This design comes from an exercise in tuning for small area on the open sky130 flow, not from production work.
RTL that was checked went through simulation tests only; none was proved equivalent to the original.
For run 2, only the layout was checked, not whether the RTL still works.
No driver is modelled on the clock port, so clocking that relies on it looks cheaper here than on a real chip.

==> flow/design.v (outline; a module is shown in full before it is edited, if it fits) <==
// module MULTI_32bit: 2022 lines
// module nrm: 37 lines
// module aoi222_cell: 5 lines
// module fa_cell: 6 lines
// module ha_cell: 6 lines
// module bsel: 7 lines
// module aoi22_cell: 5 lines
// module bsel1: 5 lines
// module bsel_pos: 5 lines
// module xnor_cell: 5 lines
// module xor_cell: 5 lines
// module or_cell: 5 lines
// module nor_cell: 5 lines
module MULTI_32bit(clk, rst, A, B, F);
  // ...
==> flow/flow/run.sh <==
#!/bin/bash
# Own layout flow: the standard ORFS flow (standard.sh, unchanged synthesis) with
#  - port buffers of a small buffer cell instead of the default delay buffer,
#  - every combinational cell set to its smallest drive strength after floorplan,
#    so that the later repair steps only upsize what timing, slew and load need.
set -euo pipefail
W=$(pwd)
export POST_FLOORPLAN_TCL=$W/flow/downsize.tcl
if [[ -f $W/flow/port_buffer ]]; then
  export BUFFER_PORTS_ARGS="-buffer_cell $(cat $W/flow/port_buffer)"
fi
if [[ -f $W/flow/cts_args ]]; then
  export CTS_ARGS="$(cat $W/flow/cts_args)"
fi
bash standard.sh > $W/standard_flow.log 2>&1
==> flow/flow/cts_args <==
-sink_clustering_enable -repair_clock_nets -dont_use_dummy_load -buf_list {sky130_fd_sc_hd__clkbuf_4 sky130_fd_sc_hd__clkbuf_8}
==> flow/flow/downsize.tcl <==
# Generated table: each combinational cell -> the smallest-area cell with the same footprint and function.
set downsize_map [dict create \
  sky130_fd_sc_hd__a2111o_2 sky130_fd_sc_hd__a2111o_1 \
  sky130_fd_sc_hd__a2111o_4 sky130_fd_sc_hd__a2111o_1 \
  sky130_fd_sc_hd__a2111oi_1 sky130_fd_sc_hd__a2111oi_0 \
  sky130_fd_sc_hd__a2111oi_2 sky130_fd_sc_hd__a2111oi_0 \
  sky130_fd_sc_hd__a2111oi_4 sky130_fd_sc_hd__a2111oi_0 \
  sky130_fd_sc_hd__a211o_2 sky130_fd_sc_hd__a211o_1 \
  sky130_fd_sc_hd__a211o_4 sky130_fd_sc_hd__a211o_1 \
  sky130_fd_sc_hd__a211oi_2 sky130_fd_sc_hd__a211oi_1 \
  sky130_fd_sc_hd__a211oi_4 sky130_fd_sc_hd__a211oi_1 \
  sky130_fd_sc_hd__a21bo_4 sky130_fd_sc_hd__a21bo_1 \
  sky130_fd_sc_hd__a21boi_2 sky130_fd_sc_hd__a21boi_0 \
  sky130_fd_sc_hd__a21boi_4 sky130_fd_sc_hd__a21boi_0 \
  sky130_fd_sc_hd__a21o_2 sky130_fd_sc_hd__a21o_1 \
  sky130_fd_sc_hd__a21o_4 sky130_fd_sc_hd__a21o_1 \
  sky130_fd_sc_hd__a21oi_2 sky130_fd_sc_hd__a21oi_1 \
  sky130_fd_sc_hd__a21oi_4 sky130_fd_sc_hd__a21oi_1 \
  sky130_fd_sc_hd__a221o_2 sky130_fd_sc_hd__a221o_1 \
  sky130_fd_sc_hd__a221o_4 sky130_fd_sc_hd__a221o_1 \
  sky130_fd_sc_hd__a221oi_2 sky130_fd_sc_hd__a221oi_1 \
  sky130_fd_sc_hd__a221oi_4 sky130_fd_sc_hd__a221oi_1 \
  sky130_fd_sc_hd__a22o_2 sky130_fd_sc_hd__a22o_1 \
  sky130_fd_sc_hd__a22o_4 sky130_fd_sc_hd__a22o_1 \
  sky130_fd_sc_hd__a22oi_2 sky130_fd_sc_hd__a22oi_1 \
  sky130_fd_sc_hd__a22oi_4 sky130_fd_sc_hd__a22oi_1 \
  sky130_fd_sc_hd__a2bb2o_2 sky130_fd_sc_hd__a2bb2o_1 \
  sky130_fd_sc_hd__a2bb2o_4 sky130_fd_sc_hd__a2bb2o_1 \
  sky130_fd_sc_hd__a2bb2oi_2 sky130_fd_sc_hd__a2bb2oi_1 \
  sky130_fd_sc_hd__a2bb2oi_4 sky130_fd_sc_hd__a2bb2oi_1 \
  sky130_fd_sc_hd__a311o_2 sky130_fd_sc_hd__a311o_1 \
  sky130_fd_sc_hd__a311o_4 sky130_fd_sc_hd__a311o_1 \
  sky130_fd_sc_hd__a311oi_2 sky130_fd_sc_hd__a311oi_1 \
  sky130_fd_sc_hd__a311oi_4 sky130_fd_sc_hd__a311oi_1 \
  sky130_fd_sc_hd__a31o_4 sky130_fd_sc_hd__a31o_1 \
  sky130_fd_sc_hd__a31oi_2 sky130_fd_sc_hd__a31oi_1 \
  sky130_fd_sc_hd__a31oi_4 sky130_fd_sc_hd__a31oi_1 \
  sky130_fd_sc_hd__a32o_2 sky130_fd_sc_hd__a32o_1 \
  sky130_fd_sc_hd__a32o_4 sky130_fd_sc_hd__a32o_1 \
  sky130_fd_sc_hd__a32oi_2 sky130_fd_sc_hd__a32oi_1 \
  sky130_fd_sc_hd__a32oi_4 sky130_fd_sc_hd__a32oi_1 \
  sky130_fd_sc_hd__a41o_2 sky130_fd_sc_hd__a41o_1 \
  sky130_fd_sc_hd__a41o_4 sky130_fd_sc_hd__a41o_1 \
  sky130_fd_sc_hd__a41oi_2 sky130_fd_sc_hd__a41oi_1 \
  sky130_fd_sc_hd__a41oi_4 sky130_fd_sc_hd__a41oi_1 \
  sky130_fd_sc_hd__and2_2 sky130_fd_sc_hd__and2_0 \
  sky130_fd_sc_hd__and2_4 sky130_fd_sc_hd__and2_0 \
  sky130_fd_sc_hd__and2b_2 sky130_fd_sc_hd__and2b_1 \
  sky130_fd_sc_hd__and2b_4 sky130_fd_sc_hd__and2b_1 \
  sky130_fd_sc_hd__and3_2 sky130_fd_sc_hd__and3_1 \
  sky130_fd_sc_hd__and3_4 sky130_fd_sc_hd__and3_1 \
  sky130_fd_sc_hd__and3b_2 sky130_fd_sc_hd__and3b_1 \
  sky130_fd_sc_hd__and3b_4 sky130_fd_sc_hd__and3b_1 \
  sky130_fd_sc_hd__and4_2 sky130_fd_sc_hd__and4_1 \
  sky130_fd_sc_hd__and4_4 sky130_fd_sc_hd__and4_1 \
  sky130_fd_sc_hd__and4b_2 sky130_fd_sc_hd__and4b_1 \
  sky130_fd_sc_hd__and4b_4 sky130_fd_sc_hd__and4b_1 \
  sky130_fd_sc_hd__and4bb_4 sky130_fd_sc_hd__and4bb_1 \
  sky130_fd_sc_hd__buf_12 sky130_fd_sc_hd__buf_1 \
  sky130_fd_sc_hd__buf_16 sky130_fd_sc_hd__buf_1 \
  sky130_fd_sc_hd__buf_2 sky130_fd_sc_hd__buf_1 \
  sky130_fd_sc_hd__buf_4 sky130_fd_sc_hd__buf_1 \
  sky130_fd_sc_hd__buf_6 sky130_fd_sc_hd__buf_1 \
  sky130_fd_sc_hd__buf_8 sky130_fd_sc_hd__buf_1 \
  sky130_fd_sc_hd__bufbuf_16 sky130_fd_sc_hd__buf_1 \
  sky130_fd_sc_hd__bufbuf_8 sky130_fd_sc_hd__buf_1 \
  sky130_fd_sc_hd__bufinv_16 sky130_fd_sc_hd__inv_1 \
  sky130_fd_sc_hd__bufinv_8 sky130_fd_sc_hd__inv_1 \
  sky130_fd_sc_hd__clkbuf_16 sky130_fd_sc_hd__clkbuf_1 \
  sky130_fd_sc_hd__clkbuf_2 sky130_fd_sc_hd__clkbuf_1 \
  sky130_fd_sc_hd__clkbuf_4 sky130_fd_sc_hd__clkbuf_1 \
  sky130_fd_sc_hd__clkbuf_8 sky130_fd_sc_hd__clkbuf_1 \
  sky130_fd_sc_hd__clkinv_16 sky130_fd_sc_hd__clkinv_1 \
  sky130_fd_sc_hd__clkinv_2 sky130_fd_sc_hd__clkinv_1 \
  sky130_fd_sc_hd__clkinv_4 sky130_fd_sc_hd__clkinv_1 \
  sky130_fd_sc_hd__clkinv_8 sky130_fd_sc_hd__clkinv_1 \
  sky130_fd_sc_hd__clkinvlp_2 sky130_fd_sc_hd__inv_1 \
  sky130_fd_sc_hd__clkinvlp_4 sky130_fd_sc_hd__inv_1 \
  sky130_fd_sc_hd__ebufn_2 sky130_fd_sc_hd__ebufn_1 \
  sky130_fd_sc_hd__ebufn_4 sky130_fd_sc_hd__ebufn_1 \
  sky130_fd_sc_hd__ebufn_8 sky130_fd_sc_hd__ebufn_1 \
  sky130_fd_sc_hd__einvn_1 sky130_fd_sc_hd__einvn_0 \
  sky130_fd_sc_hd__einvn_2 sky130_fd_sc_hd__einvn_0 \
  sky130_fd_sc_hd__einvn_4 sky130_fd_sc_hd__einvn_0 \
  sky130_fd_sc_hd__einvn_8 sky130_fd_sc_hd__einvn_0 \
  sky130_fd_sc_hd__einvp_2 sky130_fd_sc_hd__einvp_1 \
  sky130_fd_sc_hd__einvp_4 sky130_fd_sc_hd__einvp_1 \
  sky130_fd_sc_hd__einvp_8 sky130_fd_sc_hd__einvp_1 \
  sky130_fd_sc_hd__fa_2 sky130_fd_sc_hd__fa_1 \
  sky130_fd_sc_hd__fa_4 sky130_fd_sc_hd__fa_1 \
  sky130_fd_sc_hd__ha_2 sky130_fd_sc_hd__ha_1 \
  sky130_fd_sc_hd__ha_4 sky130_fd_sc_hd__ha_1 \
  sky130_fd_sc_hd__inv_12 sky130_fd_sc_hd__inv_1 \
  sky130_fd_sc_hd__inv_16 sky130_fd_sc_hd__inv_1 \
  sky130_fd_sc_hd__inv_4 sky130_fd_sc_hd__inv_1 \
  sky130_fd_sc_hd__inv_6 sky130_fd_sc_hd__inv_1 \
  sky130_fd_sc_hd__inv_8 sky130_fd_sc_hd__inv_1 \
  sky130_fd_sc_hd__maj3_2 sky130_fd_sc_hd__maj3_1 \
  sky130_fd_sc_hd__maj3_4 sky130_fd_sc_hd__maj3_1 \
  sky130_fd_sc_hd__mux2_4 sky130_fd_sc_hd__mux2_1 \
  sky130_fd_sc_hd__mux2_8 sky130_fd_sc_hd__mux2_1 \
  sky130_fd_sc_hd__mux2i_2 sky130_fd_sc_hd__mux2i_1 \
  sky130_fd_sc_hd__mux2i_4 sky130_fd_sc_hd__mux2i_1 \
  sky130_fd_sc_hd__mux4_1 sky130_fd_sc_hd__mux4_2 \
  sky130_fd_sc_hd__mux4_4 sky130_fd_sc_hd__mux4_2 \
  sky130_fd_sc_hd__nand2_2 sky130_fd_sc_hd__nand2_1 \
  sky130_fd_sc_hd__nand2_4 sky130_fd_sc_hd__nand2_1 \
  sky130_fd_sc_hd__nand2_8 sky130_fd_sc_hd__nand2_1 \
  sky130_fd_sc_hd__nand2b_2 sky130_fd_sc_hd__nand2b_1 \
  sky130_fd_sc_hd__nand2b_4 sky130_fd_sc_hd__nand2b_1 \
  sky130_fd_sc_hd__nand3_2 sky130_fd_sc_hd__nand3_1 \
  sky130_fd_sc_hd__nand3_4 sky130_fd_sc_hd__nand3_1 \
  sky130_fd_sc_hd__nand3b_2 sky130_fd_sc_hd__nand3b_1 \
  sky130_fd_sc_hd__nand3b_4 sky130_fd_sc_hd__nand3b_1 \
  sky130_fd_sc_hd__nand4_2 sky130_fd_sc_hd__nand4_1 \
  sky130_fd_sc_hd__nand4_4 sky130_fd_sc_hd__nand4_1 \
  sky130_fd_sc_hd__nand4b_2 sky130_fd_sc_hd__nand4b_1 \
  sky130_fd_sc_hd__nand4b_4 sky130_fd_sc_hd__nand4b_1 \
  sky130_fd_sc_hd__nand4bb_2 sky130_fd_sc_hd__nand4bb_1 \
  sky130_fd_sc_hd__nand4bb_4 sky130_fd_sc_hd__nand4bb_1 \
  sky130_fd_sc_hd__nor2_2 sky130_fd_sc_hd__nor2_1 \
  sky130_fd_sc_hd__nor2_4 sky130_fd_sc_hd__nor2_1 \
  sky130_fd_sc_hd__nor2_8 sky130_fd_sc_hd__nor2_1 \
  sky130_fd_sc_hd__nor2b_2 sky130_fd_sc_hd__nor2b_1 \
  sky130_fd_sc_hd__nor2b_4 sky130_fd_sc_hd__nor2b_1 \
  sky130_fd_sc_hd__nor3_2 sky130_fd_sc_hd__nor3_1 \
  sky130_fd_sc_hd__nor3_4 sky130_fd_sc_hd__nor3_1 \
  sky130_fd_sc_hd__nor3b_2 sky130_fd_sc_hd__nor3b_1 \
  sky130_fd_sc_hd__nor3b_4 sky130_fd_sc_hd__nor3b_1 \
  sky130_fd_sc_hd__nor4_2 sky130_fd_sc_hd__nor4_1 \
  sky130_fd_sc_hd__nor4_4 sky130_fd_sc_hd__nor4_1 \
  sky130_fd_sc_hd__nor4b_2 sky130_fd_sc_hd__nor4b_1 \
  sky130_fd_sc_hd__nor4b_4 sky130_fd_sc_hd__nor4b_1 \
  sky130_fd_sc_hd__nor4bb_2 sky130_fd_sc_hd__nor4bb_1 \
  sky130_fd_sc_hd__nor4bb_4 sky130_fd_sc_hd__nor4bb_1 \
  sky130_fd_sc_hd__o2111a_2 sky130_fd_sc_hd__o2111a_1 \
  sky130_fd_sc_hd__o2111a_4 sky130_fd_sc_hd__o2111a_1 \
  sky130_fd_sc_hd__o2111ai_2 sky130_fd_sc_hd__o2111ai_1 \
  sky130_fd_sc_hd__o2111ai_4 sky130_fd_sc_hd__o2111ai_1 \
  sky130_fd_sc_hd__o211a_4 sky130_fd_sc_hd__o211a_1 \
  sky130_fd_sc_hd__o211ai_2 sky130_fd_sc_hd__o211ai_1 \
  sky130_fd_sc_hd__o211ai_4 sky130_fd_sc_hd__o211ai_1 \
  sky130_fd_sc_hd__o21a_2 sky130_fd_sc_hd__o21a_1 \
  sky130_fd_sc_hd__o21a_4 sky130_fd_sc_hd__o21a_1 \
  sky130_fd_sc_hd__o21ai_2 sky130_fd_sc_hd__o21ai_0 \
  sky130_fd_sc_hd__o21ai_4 sky130_fd_sc_hd__o21ai_0 \
  sky130_fd_sc_hd__o21ba_4 sky130_fd_sc_hd__o21ba_1 \
  sky130_fd_sc_hd__o21bai_2 sky130_fd_sc_hd__o21bai_1 \
  sky130_fd_sc_hd__o21bai_4 sky130_fd_sc_hd__o21bai_1 \
  sky130_fd_sc_hd__o221a_4 sky130_fd_sc_hd__o221a_1 \
  sky130_fd_sc_hd__o221ai_2 sky130_fd_sc_hd__o221ai_1 \
  sky130_fd_sc_hd__o221ai_4 sky130_fd_sc_hd__o221ai_1 \
  sky130_fd_sc_hd__o22a_2 sky130_fd_sc_hd__o22a_1 \
  sky130_fd_sc_hd__o22a_4 sky130_fd_sc_hd__o22a_1 \
  sky130_fd_sc_hd__o22ai_2 sky130_fd_sc_hd__o22ai_1 \
  sky130_fd_sc_hd__o22ai_4 sky130_fd_sc_hd__o22ai_1 \
  sky130_fd_sc_hd__o2bb2a_2 sky130_fd_sc_hd__o2bb2a_1 \
  sky130_fd_sc_hd__o2bb2a_4 sky130_fd_sc_hd__o2bb2a_1 \
  sky130_fd_sc_hd__o2bb2ai_2 sky130_fd_sc_hd__o2bb2ai_1 \
  sky130_fd_sc_hd__o2bb2ai_4 sky130_fd_sc_hd__o2bb2ai_1 \
  sky130_fd_sc_hd__o311a_2 sky130_fd_sc_hd__o311a_1 \
  sky130_fd_sc_hd__o311a_4 sky130_fd_sc_hd__o311a_1 \
  sky130_fd_sc_hd__o311ai_2 sky130_fd_sc_hd__o311ai_0 \
  sky130_fd_sc_hd__o311ai_4 sky130_fd_sc_hd__o311ai_0 \
  sky130_fd_sc_hd__o31a_2 sky130_fd_sc_hd__o31a_1 \
  sky130_fd_sc_hd__o31a_4 sky130_fd_sc_hd__o31a_1 \
  sky130_fd_sc_hd__o31ai_2 sky130_fd_sc_hd__o31ai_1 \
  sky130_fd_sc_hd__o31ai_4 sky130_fd_sc_hd__o31ai_1 \
  sky130_fd_sc_hd__o32a_2 sky130_fd_sc_hd__o32a_1 \
  sky130_fd_sc_hd__o32a_4 sky130_fd_sc_hd__o32a_1 \
  sky130_fd_sc_hd__o32ai_2 sky130_fd_sc_hd__o32ai_1 \
  sky130_fd_sc_hd__o32ai_4 sky130_fd_sc_hd__o32ai_1 \
  sky130_fd_sc_hd__o41a_2 sky130_fd_sc_hd__o41a_1 \
  sky130_fd_sc_hd__o41a_4 sky130_fd_sc_hd__o41a_1 \
  sky130_fd_sc_hd__o41ai_2 sky130_fd_sc_hd__o41ai_1 \
  sky130_fd_sc_hd__o41ai_4 sky130_fd_sc_hd__o41ai_1 \
  sky130_fd_sc_hd__or2_4 sky130_fd_sc_hd__or2_0 \
  sky130_fd_sc_hd__or2b_2 sky130_fd_sc_hd__or2b_1 \
  sky130_fd_sc_hd__or2b_4 sky130_fd_sc_hd__or2b_1 \
  sky130_fd_sc_hd__or3_2 sky130_fd_sc_hd__or3_1 \
  sky130_fd_sc_hd__or3_4 sky130_fd_sc_hd__or3_1 \
  sky130_fd_sc_hd__or3b_4 sky130_fd_sc_hd__or3b_1 \
  sky130_fd_sc_hd__or4_2 sky130_fd_sc_hd__or4_1 \
  sky130_fd_sc_hd__or4_4 sky130_fd_sc_hd__or4_1 \
  sky130_fd_sc_hd__or4b_4 sky130_fd_sc_hd__or4b_1 \
  sky130_fd_sc_hd__or4bb_2 sky130_fd_sc_hd__or4bb_1 \
  sky130_fd_sc_hd__or4bb_4 sky130_fd_sc_hd__or4bb_1 \
  sky130_fd_sc_hd__xnor2_2 sky130_fd_sc_hd__xnor2_1 \
  sky130_fd_sc_hd__xnor2_4 sky130_fd_sc_hd__xnor2_1 \
  sky130_fd_sc_hd__xnor3_2 sky130_fd_sc_hd__xnor3_1 \
  sky130_fd_sc_hd__xnor3_4 sky130_fd_sc_hd__xnor3_1 \
  sky130_fd_sc_hd__xor2_2 sky130_fd_sc_hd__xor2_1 \
  sky130_fd_sc_hd__xor2_4 sky130_fd_sc_hd__xor2_1 \
  sky130_fd_sc_hd__xor3_2 sky130_fd_sc_hd__xor3_1 \
  sky130_fd_sc_hd__xor3_4 sky130_fd_sc_hd__xor3_1 \
]
set n_down 0
set area_before 0.0
foreach inst [[ord::get_db_block] getInsts] {
  set m [[$inst getMaster] getName]
  if {[dict exists $downsize_map $m]} {
    replace_cell [$inst getName] [dict get $downsize_map $m]
    incr n_down
  }
}
puts "downsize.tcl: set $n_down instances to their smallest cell"
==> flow/flow/port_buffer <==
sky130_fd_sc_hd__buf_1
==> flow/standard.sh <==
#!/bin/bash
# synth_recipe.tcl (not shown) runs the flow's synth.tcl, then flattens the netlist and writes it again
# the make line also repeats each setting of config.mk as NAME=value (left out here)
make -C /OpenROAD-flow-scripts/flow DESIGN_CONFIG=/design/flow/config.mk WORK_HOME=/design/flow/orfs CLKGATE_MAP_FILE= SYNTH_SCRIPT=/design/flow/synth_recipe.tcl "${@:-finish}"
==> flow/config.mk <==
export PLATFORM = sky130hd
export DESIGN_NAME = MULTI_32bit
export DESIGN_NICKNAME = MULTI_32bit
export VERILOG_FILES = /design/flow/design.v
export SDC_FILE = /design/flow/constraint.sdc
export NUM_CORES = 4
export LEC_CHECK = 0
export CAP_MARGIN = 20
export CORE_MARGIN = 2
export CORE_UTILIZATION = 55
export SLEW_MARGIN = 20
export SYNTH_HIERARCHICAL = 1
export SYNTH_MINIMUM_KEEP_SIZE = 0
==> flow/constraint.sdc <==
create_clock -name core_clock -period 8.0 [get_ports {clk}]
set_input_delay 1.6000 -clock core_clock [delete_from_list [all_inputs] [get_ports {clk}]]
set_output_delay 1.6000 -clock core_clock [all_outputs]
set_load 0.01 [all_outputs]
==> results.sh, run 1 <==
export IMPL_status="timing/DRC/antenna clean"
export IMPL_path_class="in -> reg"
export IMPL_drt_total_wl_mm=45.2
export IMPL_gr_total_overflow=0
export IMPL_max_freq_mhz=134
export IMPL_grt_max_degree=40
export IMPL_chipHeight_microns=180
export IMPL_grt_pass1_vias=13200
export IMPL_initial_core_util=0.558
export IMPL_dieArea_sq_um=32400
export IMPL_synthMuxAreaShare=0
export IMPL_cts_sinks=119
export IMPL_nNetsFinal=2078
export IMPL_nClkBuffers=17
export IMPL_path_common_cell="fa_1"
export IMPL_worstPathRequired_ns=8.28
export IMPL_yosysMostFrequentCell="xor2_1"
export IMPL_grtUsageMet1=0.398
export IMPL_cp_startpoint="B[5]"
export IMPL_synth_fp_nets=1856
export IMPL_routed_via_density=6.22
export IMPL_buffers=204
export IMPL_final_cell_mix="337 x xor2_1, 268 x a22oi_1, 224 x fa_1"
export IMPL_drive_above_1_share=0.0790
export IMPL_seq_share=0.135
export IMPL_r2r_end="r2[30]$_DFF_P_"
export IMPL_post_route_period_util=0.934
export IMPL_synth_compound_area_frac=0.279
export IMPL_synthAdderAreaFrac=0.311
export IMPL_num_fill_cells=2776
export IMPL_maxUsedRoutingLayer="met4"
export IMPL_holdWs_ns=0.299
export IMPL_cts_tree="done"
export IMPL_grt_antenna_before_repair=0
export IMPL_reg2reg_slack_ns=2.08
export IMPL_rsz0062_at_grt="false"
export IMPL_multi_input_area_sq_um=13100
export IMPL_core_sq_um=30600
==> run 2, diff against run 1 <==
--- a/flow/design.v
+++ b/flow/design.v
@@ -1952,61 +1952,61 @@
   wire P777;
   assign G776 = g608 | (p609 & G732);
   assign P777 = p609 & P733;
   wire G778;
   wire P779;
   assign G778 = g612 | (p613 & G712);
   assign P779 = p613 & P713;
   assign prod[0] = ~p525;
-  assign prod[1] = ~(p527 ^ g524);
-  assign prod[2] = ~(p529 ^ G616);
-  assign prod[3] = ~(p531 ^ G736);
-  assign prod[4] = ~(p533 ^ G662);
-  assign prod[5] = ~(p535 ^ G738);
-  assign prod[6] = ~(p537 ^ G714);
-  assign prod[7] = ~(p539 ^ G740);
-  assign prod[8] = ~(p541 ^ G684);
-  assign prod[9] = ~(p543 ^ G742);
-  assign prod[10] = ~(p545 ^ G716);
-  assign prod[11] = ~(p547 ^ G744);
-  assign prod[12] = ~(p549 ^ G704);
-  assign prod[13] = ~(p551 ^ G746);
-  assign prod[14] = ~(p553 ^ G718);
-  assign prod[15] = ~(p555 ^ G748);
-  assign prod[16] = ~(p557 ^ G694);
-  assign prod[17] = ~(p559 ^ G750);
-  assign prod[18] = ~(p561 ^ G720);
-  assign prod[19] = ~(p563 ^ G752);
-  assign prod[20] = ~(p565 ^ G706);
-  assign prod[21] = ~(p567 ^ G754);
-  assign prod[22] = ~(p569 ^ G722);
-  assign prod[23] = ~(p571 ^ G756);
-  assign prod[24] = ~(p573 ^ G700);
-  assign prod[25] = ~(p575 ^ G758);
-  assign prod[26] = ~(p577 ^ G724);
-  assign prod[27] = ~(p579 ^ G760);
-  assign prod[28] = ~(p581 ^ G708);
-  assign prod[29] = ~(p583 ^ G762);
-  assign prod[30] = ~(p585 ^ G726);
-  assign prod[31] = ~(p587 ^ G764);
-  assign prod[32] = ~(p589 ^ G698);
-  assign prod[33] = ~(p591 ^ G766);
-  assign prod[34] = ~(p593 ^ G728);
-  assign prod[35] = ~(p595 ^ G768);
-  assign prod[36] = ~(p597 ^ G710);
-  assign prod[37] = ~(p599 ^ G770);
-  assign prod[38] = ~(p601 ^ G730);
-  assign prod[39] = ~(p603 ^ G772);
-  assign prod[40] = ~(p605 ^ G702);
-  assign prod[41] = ~(p607 ^ G774);
-  assign prod[42] = ~(p609 ^ G732);
-  assign prod[43] = ~(p611 ^ G776);
-  assign prod[44] = ~(p613 ^ G712);
-  assign prod[45] = ~(p615 ^ G778);
+  xnor_cell u_sum1 (.a(p527), .b(g524), .y(prod[1]));
+  xnor_cell u_sum2 (.a(p529), .b(G616), .y(prod[2]));
+  xnor_cell u_sum3 (.a(p531), .b(G736), .y(prod[3]));
+  xnor_cell u_sum4 (.a(p533), .b(G662), .y(prod[4]));
+  xnor_cell u_sum5 (.a(p535), .b(G738), .y(prod[5]));
+  xnor_cell u_sum6 (.a(p537), .b(G714), .y(prod[6]));
+  xnor_cell u_sum7 (.a(p539), .b(G740), .y(prod[7]));
+  xnor_cell u_sum8 (.a(p541), .b(G684), .y(prod[8]));
+  xnor_cell u_sum9 (.a(p543), .b(G742), .y(prod[9]));
+  xnor_cell u_sum10 (.a(p545), .b(G716), .y(prod[10]));
+  xnor_cell u_sum11 (.a(p547), .b(G744), .y(prod[11]));
+  xnor_cell u_sum12 (.a(p549), .b(G704), .y(prod[12]));
+  xnor_cell u_sum13 (.a(p551), .b(G746), .y(prod[13]));
+  xnor_cell u_sum14 (.a(p553), .b(G718), .y(prod[14]));
+  xnor_cell u_sum15 (.a(p555), .b(G748), .y(prod[15]));
+  xnor_cell u_sum16 (.a(p557), .b(G694), .y(prod[16]));
+  xnor_cell u_sum17 (.a(p559), .b(G750), .y(prod[17]));
+  xnor_cell u_sum18 (.a(p561), .b(G720), .y(prod[18]));
+  xnor_cell u_sum19 (.a(p563), .b(G752), .y(prod[19]));
+  xnor_cell u_sum20 (.a(p565), .b(G706), .y(prod[20]));
+  xnor_cell u_sum21 (.a(p567), .b(G754), .y(prod[21]));
+  xnor_cell u_sum22 (.a(p569), .b(G722), .y(prod[22]));
+  xnor_cell u_sum23 (.a(p571), .b(G756), .y(prod[23]));
+  xnor_cell u_sum24 (.a(p573), .b(G700), .y(prod[24]));
+  xnor_cell u_sum25 (.a(p575), .b(G758), .y(prod[25]));
+  xnor_cell u_sum26 (.a(p577), .b(G724), .y(prod[26]));
+  xnor_cell u_sum27 (.a(p579), .b(G760), .y(prod[27]));
+  xnor_cell u_sum28 (.a(p581), .b(G708), .y(prod[28]));
+  xnor_cell u_sum29 (.a(p583), .b(G762), .y(prod[29]));
+  xnor_cell u_sum30 (.a(p585), .b(G726), .y(prod[30]));
+  xnor_cell u_sum31 (.a(p587), .b(G764), .y(prod[31]));
+  xnor_cell u_sum32 (.a(p589), .b(G698), .y(prod[32]));
+  xnor_cell u_sum33 (.a(p591), .b(G766), .y(prod[33]));
+  xnor_cell u_sum34 (.a(p593), .b(G728), .y(prod[34]));
+  xnor_cell u_sum35 (.a(p595), .b(G768), .y(prod[35]));
+  xnor_cell u_sum36 (.a(p597), .b(G710), .y(prod[36]));
+  xnor_cell u_sum37 (.a(p599), .b(G770), .y(prod[37]));
+  xnor_cell u_sum38 (.a(p601), .b(G730), .y(prod[38]));
+  xnor_cell u_sum39 (.a(p603), .b(G772), .y(prod[39]));
+  xnor_cell u_sum40 (.a(p605), .b(G702), .y(prod[40]));
+  xnor_cell u_sum41 (.a(p607), .b(G774), .y(prod[41]));
+  xnor_cell u_sum42 (.a(p609), .b(G732), .y(prod[42]));
+  xnor_cell u_sum43 (.a(p611), .b(G776), .y(prod[43]));
+  xnor_cell u_sum44 (.a(p613), .b(G712), .y(prod[44]));
+  xnor_cell u_sum45 (.a(p615), .b(G778), .y(prod[45]));
   reg [45:0] r1p;
   reg [7:0] r1e;
   reg r1s;
   reg [31:0] r2;
   always @(posedge clk) begin
     r1p <= prod;
     r1e <= A[30:23] + B[30:23] + 8'd151;  
     r1s <= A[31] ^ B[31];
--- a/flow/flow/run.sh
+++ b/flow/flow/run.sh
@@ -4,12 +4,15 @@
 #  - every combinational cell set to its smallest drive strength after floorplan,
 #    so that the later repair steps only upsize what timing, slew and load need.
 set -euo pipefail
 W=$(pwd)
 export POST_FLOORPLAN_TCL=$W/flow/downsize.tcl
 if [[ -f $W/flow/port_buffer ]]; then
   export BUFFER_PORTS_ARGS="-buffer_cell $(cat $W/flow/port_buffer)"
 fi
+if [[ -f $W/flow/recover.tcl ]]; then
+  export POST_CTS_TCL=$W/flow/recover.tcl
+fi
 if [[ -f $W/flow/cts_args ]]; then
   export CTS_ARGS="$(cat $W/flow/cts_args)"
 fi
 bash standard.sh > $W/standard_flow.log 2>&1
==> flow/flow/recover.tcl (new file) <==
# After CTS: downsize cells on paths that keep positive slack, then re-legalise the placement.
estimate_parasitics -placement
puts "recover.tcl: before"; report_design_area
repair_timing -recover_power 100 -setup_margin 0.05
detailed_placement
check_placement -verbose
estimate_parasitics -placement
puts "recover.tcl: after"; report_design_area
report_worst_slack -max
==> results.sh, run 2 <==
export IMPL_final_min_clock_period_ns=7.51
export IMPL_vias=13100
export IMPL_synth_seq_cells=119
export IMPL_tightest_slew_ns=0.989
export IMPL_final_common_cell="xor2_1"
export IMPL_cp_arrival_ns=7.83
export IMPL_drv_slew=0
export IMPL_nNetsFinal=2032
export IMPL_synth_fp_nets=1799
export IMPL_max_freq_mhz=133
export IMPL_num_io_pins=98
export IMPL_final_cell_mix="315 x xor2_1, 268 x a22oi_1, 224 x fa_1"
export IMPL_routed_via_density=6.27
export IMPL_avgSynthCellArea_sq_um=11.5
export IMPL_synth_area_leader_cell="fa_1"
export IMPL_setup_viol=0
export IMPL_crit_fanout=18
export IMPL_synth_edf_count=0
export IMPL_largest_reg_flops=46
export IMPL_worstPathCellList="clkbuf_2 -> inv_1 -> nor2_1 -> clkbuf_1 -> a22oi_1 -> xor2_1 -> xnor2_1 -> fa_1 -> fa_1 -> fa_1 -> fa_1 -> xor2_1 -> a21oi_1 -> nor2_1 -> a211oi_1 -> o21ai_0 -> a31oi_1 -> clkbuf_1 -> o21ai_1 -> clkbuf_1 -> nand2_1 -> o21ai_0 -> a21o_1 -> xnor2_1"
export IMPL_yosysWarnings=7
export IMPL_grt_use_total=0.296
export IMPL_cts_tree="done"
export IMPL_path_class="in -> reg"
export IMPL_worstPathRequired_ns=8.32
export IMPL_finalClockSkew_ns=0.0269
export IMPL_max_slew_margin_rel=0.341
export IMPL_grt_pass1_wl_mm=73.1
export IMPL_area_delta_synth_final_pct=4.19
export IMPL_reg_largest_list="r1p (46), F (32), r2 (32)"
export IMPL_yosysMostFrequentCell="xor2_1"
export IMPL_regMostFlops="r1p"
export IMPL_max_stage_delay_ns=0.67
export IMPL_yosysTopAreaCellShare=0.266
export IMPL_clk_latency_ns=0.46
export IMPL_initial_core_util=0.555
export IMPL_cts_sinks=119
export IMPL_antenna_left=0
export IMPL_drt_initial_drc_count=1579
export IMPL_hp_class="reg -> reg"
export IMPL_drt_total_wl_mm=46.6
export IMPL_synth_area_leaders="fa_1 27%, a22oi_2 20%, xor2_1 16%"
export IMPL_num_rows=64
export IMPL_port_buffers=96
export IMPL_dieArea_sq_um=32100
export IMPL_grt_antenna_before_repair=0
export IMPL_path_common_cell="fa_1"
export IMPL_hpwlAfterDp_mm=36.4
export IMPL_first_pass_iters=12
export IMPL_core_sq_um=30400
export IMPL_cts_clk_slew_worst_paths_ns=0.06
export IMPL_gp_congestion=0.910
export IMPL_status="timing/DRC/antenna clean"
export IMPL_hold_viol_final=0
export IMPL_cp_slowest_cell="clkbuf_1"
export IMPL_chipHeight_microns=179
export IMPL_gr_total_overflow=0
export IMPL_die_w_microns=179
export IMPL_yosysSeqAreaShare=0.141
export IMPL_synth_area_sq_um=16900
export IMPL_worstSetupStartpointType="input port"
export IMPL_wire_per_inst_microns=22.2
export IMPL_maxCapViolCount=0
export IMPL_ys_types=43
export IMPL_grt_pass1_vias=13000
export IMPL_end_kind="register"
export IMPL_synthFlopType="dfxtp_1"
export IMPL_rsz0062_at_grt="false"
export IMPL_synthCells=1467
export IMPL_drc_errors=0
export IMPL_post_route_period_util=0.939
export IMPL_grt_max_degree=31
export IMPL_fin_setup_tns_ns=0
export IMPL_yosys_top_cells_count="315 x xor2_1, 268 x a22oi_2, 224 x fa_1"
export IMPL_n_antenna_cell=0
export IMPL_async_flop_share=0
export IMPL_drive_above_1_share=0.0824
## run 2: final cells by class
cell class              count  area [sq um]
repair buffers            207          1220
flip-flops and latches    119          2380
well taps                 396           495
fillers                  2718         12800
clock buffers              25           344
inverters                  41           154
multi-input cells        1306         13000
## run 2: critical path, delay by kind of cell
family | cells | cell delay [ns]
AO/OA/AOI/OAI | 8 | 1.26
buffers and inverters | 5 | 1.42
adder cells (fa/ha/maj) | 4 | 1.93
AND/OR/NAND/NOR | 3 | 0.66
XOR/XNOR | 4 | 0.94
## run 2: cells by family (layout without fill, tap and decap cells)
group / count (synthesis) / in the layout / share of synthesized area
AOI/OAI and AO/OA: 459 / 459 / 0.291
xor gates and xnor gates: 397 / 397 / 0.206
adders and majority gates: 266 / 266 / 0.297
buffers and inverters: 42 / 273 / 0.00978
DFF: 119 / 119 / 0.141
and+or+nand+nor: 184 / 184 / 0.0555
## run 2: final timing paths
| check | startpoint | slack (ns) | to | cells past startpoint |
|---|---|---|---|---|
| max | B[1] | 0.49 | r1p[38]$_DFF_P_ | 24 |
| min | r2[2]$_DFF_P_ | 0.31 | F[2]$_DFF_P_ | 0 |
| max reg2reg | r1p[40]$_DFF_P_ | 1.26 | r2[30]$_DFF_P_ | 16 |
| min reg2reg | r2[2]$_DFF_P_ | 0.31 | F[2]$_DFF_P_ | 0 |
## run 2: layer usage
layer | global-route usage | up-vias | wire length, microns
li1 | - | 5909 | -
met1 | 0.411 | 6434 | 20100
met2 | 0.471 | 690 | 21100
met3 | 0.0541 | 90 | 4090
met4 | 0.0924 | 0 | 1280
met5 | 0 | - | 0
## run 2: Yosys stat by module, one instance, submodules excluded, a selection
module       copies in the design  flops+latches  cells inside
MULTI_32bit                     1            119           343
nrm                             1              0            67
fa_cell                       219              0             1
aoi22_cell                    246              0             1
bsel1                          22              0             2
bsel_pos                       22              0             1
ha_cell                        11              0             1
aoi222_cell                    77              0             1
xnor_cell                      76              0             1
xor_cell                      287              0             1
or_cell                        31              0             1
nor_cell                       44              0             1
## run 2: per-stage QoR
step                      setup WS (ns)  utilization  hold slack (ns)  cells  area (sq um)
after floorplan                   0.207            -            0.310   1467         16900
after global placement            0.434        0.567            0.311   2069         17300
after detailed placement          0.423        0.567            0.312   2069         17300
after global routing             0.0751        0.578            0.320   2094         17600
final                             0.487        0.578            0.314   2094         17600

==> static timing again, ports no longer ideal <==
The flow's constraints put no driver on any port. The routed layouts listed below were extracted and timed again, unchanged, in two steps. Step 1 assumes that a clkbuf_16 drives the clock port and a buf_2 every other input. Step 2 adds t to the input delays and takes it off the output delays; t is the mean of the earliest and latest rising clock arrival at the registers after step 1. Input paths then give back, and output paths get back, about the clock's delay inside the block. a / b / c = no drivers / after step 1 / after step 2; a / b = the first two.
run | t, ns | setup slack, ns | hold slack, ns | worst setup path after step 2
run 1 | 0.435 | 0.525 / 0.540 / 0.105 | 0.299 / 0.299 / 0.299 | input to register
run 2 | 0.487 | 0.487 / 0.496 / 0.009 | 0.314 / 0.314 / 0.314 | input to register
After both steps setup and hold are still met in every run listed. The setup slack of run 2, which loses most, moves by +0.009 ns with the drivers and by -0.478 ns with both steps.
